What follows belongs to an exercise in optimizing a design on an open flow for small area and a short achievable clock period; a production flow would make more cautious choices. In this exercise RTL edits were held to simulation tests only and were not proved equivalent to the original.

// cpu_top
module cpu_top(
    input wire clk,
    input wire rst_n,
    input wire [31:0] rData,
    input wire [31:0] inst,
    output wire [31:0] pc,
    output wire [31:0] display,
    output wire [31:0] addr,
    output wire [31:0] wData,
    output wire wen,
    output wire [31:0] rdata_19
);
assign display = inst;
assign pc = pc_r;
reg         rst_n_reg;
reg  [31:0] pc_r;
reg  [31:0] inst_ID;
reg         valid_ID;
reg         first_ID;
reg  [31:0] rD1_EX;       
reg  [31:0] bq_EX;        
reg  [31:0] sd_EX;        
reg  [4:0]  wR_EX;
reg         A_reg, A_c, A_slot, A_wb;
reg         B_q, B_c, B_cn, B_slot, B_slotn, B_wb, B_wbn;
reg         S_reg, S_c, S_slot, S_wb;
reg         H_q, H_c, H_slot, H_wb;
reg         op_sub, op_and, op_or, op_xor, op_sll, op_srl, op_sra;
reg         RF_we_EX, Dram_we_EX, link_EX, load_EX;
reg         br_EX, jmp_EX, brlt_EX, brinv_EX;
reg  [7:0]  eqg_EX, ltg_EX;
wire breq_EX = &eqg_EX;
wire [3:0] eqh = {eqg_EX[7] & eqg_EX[6], eqg_EX[5] & eqg_EX[4], eqg_EX[3] & eqg_EX[2], eqg_EX[1] & eqg_EX[0]};
wire [3:0] lth = {ltg_EX[7] | eqg_EX[7] & ltg_EX[6], ltg_EX[5] | eqg_EX[5] & ltg_EX[4],
                  ltg_EX[3] | eqg_EX[3] & ltg_EX[2], ltg_EX[1] | eqg_EX[1] & ltg_EX[0]};
wire brlt_v  = lth[3] | eqh[3] & (lth[2] | eqh[2] & (lth[1] | eqh[1] & lth[0]));
wire npc_op_EX = jmp_EX | br_EX & ((brlt_EX ? brlt_v : breq_EX) ^ brinv_EX);
reg  [31:0] c_MEM;
reg  [31:0] slot_MEM;
reg  [4:0]  wR_MEM;
reg         RF_we_MEM, Dram_we_MEM, link_MEM, load_MEM;
reg  [31:0] RF_wd_WB;
reg  [4:0]  wR_WB;
reg         RF_we_WB;
wire [31:0] a = ({32{A_reg}}  & rD1_EX)
              | ({32{A_c}}    & c_MEM)
              | ({32{A_slot}} & slot_MEM)
              | ({32{A_wb}}   & RF_wd_WB);
wire [31:0] b = ({32{B_q}}     & bq_EX)
              | ({32{B_c}}     & c_MEM)
              | ({32{B_cn}}    & ~c_MEM)
              | ({32{B_slot}}  & slot_MEM)
              | ({32{B_slotn}} & ~slot_MEM)
              | ({32{B_wb}}    & RF_wd_WB)
              | ({32{B_wbn}}   & ~RF_wd_WB);
wire [31:0] rd2eff = ({32{S_reg}}  & sd_EX)
                   | ({32{S_c}}    & c_MEM)
                   | ({32{S_slot}} & slot_MEM)
                   | ({32{S_wb}}   & RF_wd_WB);
wire [31:0] ad_p = a ^ b;
wire [31:0] ad_g = a & b;
wire [32:0] ad_G [0:5];
wire [32:0] ad_P [0:5];
assign ad_G[0] = {ad_g, op_sub};
  ...
==> module rf_bit, before the edit <==
module rf_bit(
    input  wire [31:1] sel,
    input  wire [31:1] d,
    output wire        o
);
wire [10:0] g;
genvar i;
generate for (i = 0; i < 10; i = i + 1) begin : g_grp
    rf_aoi3 u_aoi(.s(sel[3*i+3:3*i+1]), .d(d[3*i+3:3*i+1]), .o(g[i]));
end endgenerate
assign g[10] = ~(sel[31] & d[31]);
rf_nand11 u_nand(.x(g), .o(o));
endmodule
==> module rf_nand11, before the edit <==
module rf_nand11(
    input  wire [10:0] x,
    output wire        o
);
assign o = ~&x;
endmodule
clock: 8.5 ns
lec_check: 0
cap_margin: 20
core_margin: 2
core_utilization: 40
cts_cluster_diameter: 90
cts_cluster_size: 25
place_density: 0.5
setup_slack_margin: 4.7
slew_margin: 20
synth_hierarchical: 1
synth_minimum_keep_size: 0
standard.sh (not shown) runs the stock make flow with config.mk's settings and CLKGATE_MAP_FILE= SYNTH_SCRIPT=/design/flow/synth_recipe.tcl, a recipe that flattens the netlist after the stock synthesis.
==> flow/flow/run.sh <==
#!/bin/bash
set -uo pipefail
export BUFFER_PORTS_ARGS="-buffer_cell sky130_fd_sc_hd__buf_1"
export CTS_ARGS="-sink_clustering_enable -repair_clock_nets -sink_clustering_size 25 -sink_clustering_max_diameter 90 -dont_use_dummy_load"
bash standard.sh > standard.log 2>&1
status=$?
echo "standard.sh exited with $status"
exit $status
The baseline completed without violations.
Then changed:
--- a/flow/design.v
+++ b/flow/design.v
@@ -315,5 +315,13 @@
 end endgenerate
 assign g[10] = ~(sel[31] & d[31]);
-rf_nand11 u_nand(.x(g), .o(o));
+wire [3:0] h;
+wire [1:0] k;
+rf_nand3 u_h0(.a(g[0]), .b(g[1]), .c(g[2]), .y(h[0]));
+rf_nand3 u_h1(.a(g[3]), .b(g[4]), .c(g[5]), .y(h[1]));
+rf_nand3 u_h2(.a(g[6]), .b(g[7]), .c(g[8]), .y(h[2]));
+rf_nand2 u_h3(.a(g[9]), .b(g[10]), .y(h[3]));
+rf_nor2  u_k0(.a(h[0]), .b(h[1]), .y(k[0]));
+rf_nor2  u_k1(.a(h[2]), .b(h[3]), .y(k[1]));
+rf_nand2 u_o (.a(k[0]), .b(k[1]), .y(o));
 endmodule
 module rf_aoi3(
@@ -324,8 +332,11 @@
 assign o = ~|(s & d);
 endmodule
-module rf_nand11(
-    input  wire [10:0] x,
-    output wire        o
-);
-assign o = ~&x;
+module rf_nand3(input wire a, input wire b, input wire c, output wire y);
+assign y = ~(a & b & c);
+endmodule
+module rf_nand2(input wire a, input wire b, output wire y);
+assign y = ~(a & b);
+endmodule
+module rf_nor2(input wire a, input wire b, output wire y);
+assign y = ~(a | b);
 endmodule
What happened: Die area is higher by 0.63%; critical path depth drops by 1; clock skew fell by 0.049 ns; via count falls by 0.90%; register-to-register slack is worse by 0.07 ns.

## what the ideal ports hide
No port has a modelled driver above. Below, the same layouts with a new extraction and two added sets of constraints. Step 1: set_driving_cell puts a clkbuf_16 on clk and a buf_2 on each other input, an assumption about the parent block. Step 2, shift: input delay + t, output delay - t, t = (earliest + latest rising clock arrival at the registers) / 2. This alone moves slack from input paths to output paths. Three values: ideal, step 1, step 2; two values: the first two.
run | t, ns | setup slack, ns | clock arrival spread, ns | worst register clock-pin slew, ns | worst data-port slew with drivers (ns)
the first run | 0.758 | 4.597 / 4.597 / 4.597 | 0.131 / 0.131 | 0.11 / 0.11 | 0.07
the second run | 0.768 | 4.528 / 4.528 / 4.528 | 0.083 / 0.083 | 0.11 / 0.11 | 0.04
After both steps setup and hold are still met in every run listed.
